From an optimization exercise on the open Yosys and OpenROAD flow, aimed at small area, a short achievable clock period and few clock cycles; shortcuts taken in it are not production practice. Where RTL was checked, it was by simulation tests only, not by an equivalence proof against the original.

==> flow/design.v (excerpt) <==
module gemm_accelerator_top_nxnxn #(
  parameter int unsigned InDataWidth      = 8,
  parameter int unsigned OutDataWidth     = 32,
  parameter int unsigned AddrWidth        = 16,
  parameter int unsigned SizeAddrWidth    = 8,
  parameter int unsigned NumKernels       = 2,
  parameter int unsigned NumParallelLanes = 4
) (
  input  logic                            clk_i,
  input  logic                            rst_ni,
  input  logic                            start_i,
  output logic                            done_o,
  input  logic        [SizeAddrWidth-1:0] M_size_i,
  input  logic        [SizeAddrWidth-1:0] K_size_i,
  input  logic        [SizeAddrWidth-1:0] N_size_i,
  output logic        [    AddrWidth-1:0] sram_a_addr_o,
  output logic        [    AddrWidth-1:0] sram_b_addr_o,
  output logic        [    AddrWidth-1:0] sram_c_addr_o,
  input  logic signed [InDataWidth*NumParallelLanes-1:0]              sram_a_rdata_i,
  input  logic signed [InDataWidth*NumKernels*NumParallelLanes-1:0]   sram_b_rdata_i,
  output logic signed [OutDataWidth*NumKernels*NumParallelLanes-1:0]  sram_c_wdata_o,
  output logic                            sram_c_we_o
);
Size in the first run: about 12000 cells after synthesis, ~1500 flip-flops, ~430 I/O pins, about 110000 sq um of cells after synthesis.
export LEC_CHECK = 0
export CAP_MARGIN = 50
export CORE_MARGIN = 2
export CORE_UTILIZATION = 60
export PLACE_DENSITY = 0.7
export SLEW_MARGIN = 70
create_clock -name core_clock -period 10.0 [get_ports {clk_i}]
standard.sh (not shown) runs the stock make flow with config.mk's settings and CLKGATE_MAP_FILE= SYNTH_SCRIPT=/design/flow/synth_recipe.tcl, a recipe that flattens the netlist after the stock synthesis.
==> flow/flow/run.sh <==
#!/bin/bash
# The standard layout (the standard.sh, unchanged synthesis and steps),
# with repair_timing asked for more setup slack than the clock needs, so that
# it also buffers and sizes paths that already meet the 10 ns clock.
set -euo pipefail
bash standard.sh SETUP_SLACK_MARGIN=6.5 finish > run_standard.log 2>&1
The baseline passed the timing, design-rule and antenna checks.
Change:
==> flow/run.sh (new file) <==
#!/bin/bash
# synth_recipe.tcl (not shown) runs the flow's synth.tcl, then flattens the netlist and writes it again
# the make line also repeats each setting of config.mk as NAME=value (left out here)
make -C /OpenROAD-flow-scripts/flow DESIGN_CONFIG=/design/flow/config.mk WORK_HOME=/design/flow/orfs CLKGATE_MAP_FILE= SYNTH_SCRIPT=/design/flow/synth_recipe.tcl finish
--- a/flow/config.mk
+++ b/flow/config.mk
@@ -7,3 +7,3 @@
 export LEC_CHECK = 0
-export CAP_MARGIN = 50
+export CAP_MARGIN = 20
 export CORE_MARGIN = 2
@@ -11,2 +11,2 @@
 export PLACE_DENSITY = 0.7
-export SLEW_MARGIN = 70
+export SLEW_MARGIN = 20
removed: flow/flow/run.sh
removed: flow/standard.sh
What happened:
- The changed run finished clean
- cell area came out lower by 11%
- maximum frequency came out lower by 27%
No run of this note included a check of the RTL's function; only the layout flow was run.

* * *

== try-harbor ==
Another version of the RTL of gemm_accelerator_top_nxnxn (not shown whole).
Size: about 430 I/O pins.
==> flow/config.mk <==
export PLATFORM = sky130hd
export DESIGN_NAME = gemm_accelerator_top_nxnxn
export DESIGN_NICKNAME = gemm_accelerator_top_nxnxn
export VERILOG_FILES = /design/flow/design.v
export SDC_FILE = /design/flow/constraint.sdc
export NUM_CORES = 4
export LEC_CHECK = 0
export CAP_MARGIN = 20
export CORE_MARGIN = 2
export CORE_UTILIZATION = 55
export PLACE_DENSITY = 0.65
export SLEW_MARGIN = 20
==> flow/constraint.sdc <==
create_clock -name core_clock -period 10.0 [get_ports {clk_i}]
set_input_delay 2.0000 -clock core_clock [delete_from_list [all_inputs] [get_ports {clk_i}]]
set_output_delay 2.0000 -clock core_clock [all_outputs]
set_load 0.01 [all_outputs]
==> flow/flow/run.sh <==
#!/bin/bash
# The standard layout (the standard.sh, unchanged synthesis and steps),
# with repair_timing asked for more setup slack than the clock needs, so that
# it also buffers and sizes paths that already meet the 10 ns clock.
set -euo pipefail
bash standard.sh SETUP_SLACK_MARGIN=6.5 finish > run_standard.log 2>&1
Testbench counts of try-harbor, summed over its fixed seeds: cycles 201,873.
Relative to try-harbor, the following input files were edited for try-violet:
- CAP_MARGIN changed from 20 to 50
- CORE_UTILIZATION changed from 55 to 60
- PLACE_DENSITY changed from 0.65 to 0.7
- SLEW_MARGIN changed from 20 to 70
==> comparison <==
Re clock network area share: try-violet and try-harbor aren't equal, and the higher value belongs to try-harbor.
Reported for try-violet and try-harbor, register bit total from synthesis turned out identical to the last digit.
Taking try-violet as 1.0, try-harbor lands at 0.44 on total inserted antenna cells.
## Diff of input files: try-willow against try-violet
- swapping 0.7 for 0.65 in PLACE_DENSITY
- swapping 70 for 20 in SLEW_MARGIN
- putting CTS_CLUSTER_DIAMETER at 100 where nothing was set
- putting CTS_CLUSTER_SIZE at 20 where nothing was set
- swapping 50 for 20 in CAP_MARGIN
- swapping 60 for 55 in CORE_UTILIZATION
--- outcome ---
Changes observed in try-willow relative to try-violet: number of tapcells now sits higher; setup slack now larger; via count down 4658; final critical delay including setup and external delays decreased 0.13 ns.
Input-level comparison between try-tundra and try-willow:
- CTS_BUF_LIST now sky130_fd_sc_hd__clkbuf_4 sky130_fd_sc_hd__clkbuf_8, previously not set
- CTS_CLUSTER_DIAMETER no longer set, was 100
- CTS_CLUSTER_SIZE no longer set, was 20
==> flow/flow/run.sh <==
#!/bin/bash
# The standard layout (the standard.sh, unchanged synthesis and steps),
# with repair_timing asked for more setup slack than the clock needs, so that
# it also buffers and sizes paths that already meet the 10 ns clock, and with
# small port buffers (repair_timing upsizes those on critical paths).
set -euo pipefail
bash standard.sh SETUP_SLACK_MARGIN=6.5 'BUFFER_PORTS_ARGS=-buffer_cell sky130_fd_sc_hd__buf_2' finish > run_standard.log 2>&1
Results
Between try-willow and try-tundra, the post-synthesis to final-layout area growth is higher for try-tundra.
Between try-willow and try-tundra, the flow reports detailed-route wire length increasing by a few percent.
Diff try-willow -> try-tundra | global-route usage | increase of 1.1 points

## port drivers added, routing unchanged
The flow's constraints put no driver on any port. The routed layouts listed below were extracted and timed again, unchanged, in two steps. Step 1 assumes that a clkbuf_16 drives the clock port and a buf_2 every other input. Step 2 moves the port delays by t, midway between the first and last clock arrival at a register: inputs arrive t later, outputs are due t later. That takes back most of the time a late clock gives input paths. a / b / c = ideal ports / drivers / drivers and shift; a / b = the first two.
| run | t, ns | slack for setup (ns) | worst hold slack (ns) |
|---|---|---|---|
| the first run of note 1 | 0.967 | 6.242 / 6.242 / 6.242 | 0.332 / 0.332 / 0.332 |
| the second run of note 1 | 0.922 | 4.834 / 4.834 / 4.834 | 0.375 / 0.375 / 0.375 |
| try-harbor | 0.951 | 6.429 / 6.335 / 6.235 | 0.400 / 0.400 / 0.400 |
| try-violet | 0.952 | 6.331 / 6.331 / 6.331 | 0.398 / 0.398 / 0.398 |
| try-willow | 0.878 | 6.465 / 6.452 / 6.233 | 0.398 / 0.398 / 0.398 |
| try-tundra | 1.163 | 6.282 / 6.188 / 6.269 | 0.380 / 0.380 / 0.380 |
After both steps setup and hold are still met in every run listed. The setup slack of try-willow, which loses most, moves by -0.013 ns with the drivers and by -0.232 ns with both steps.
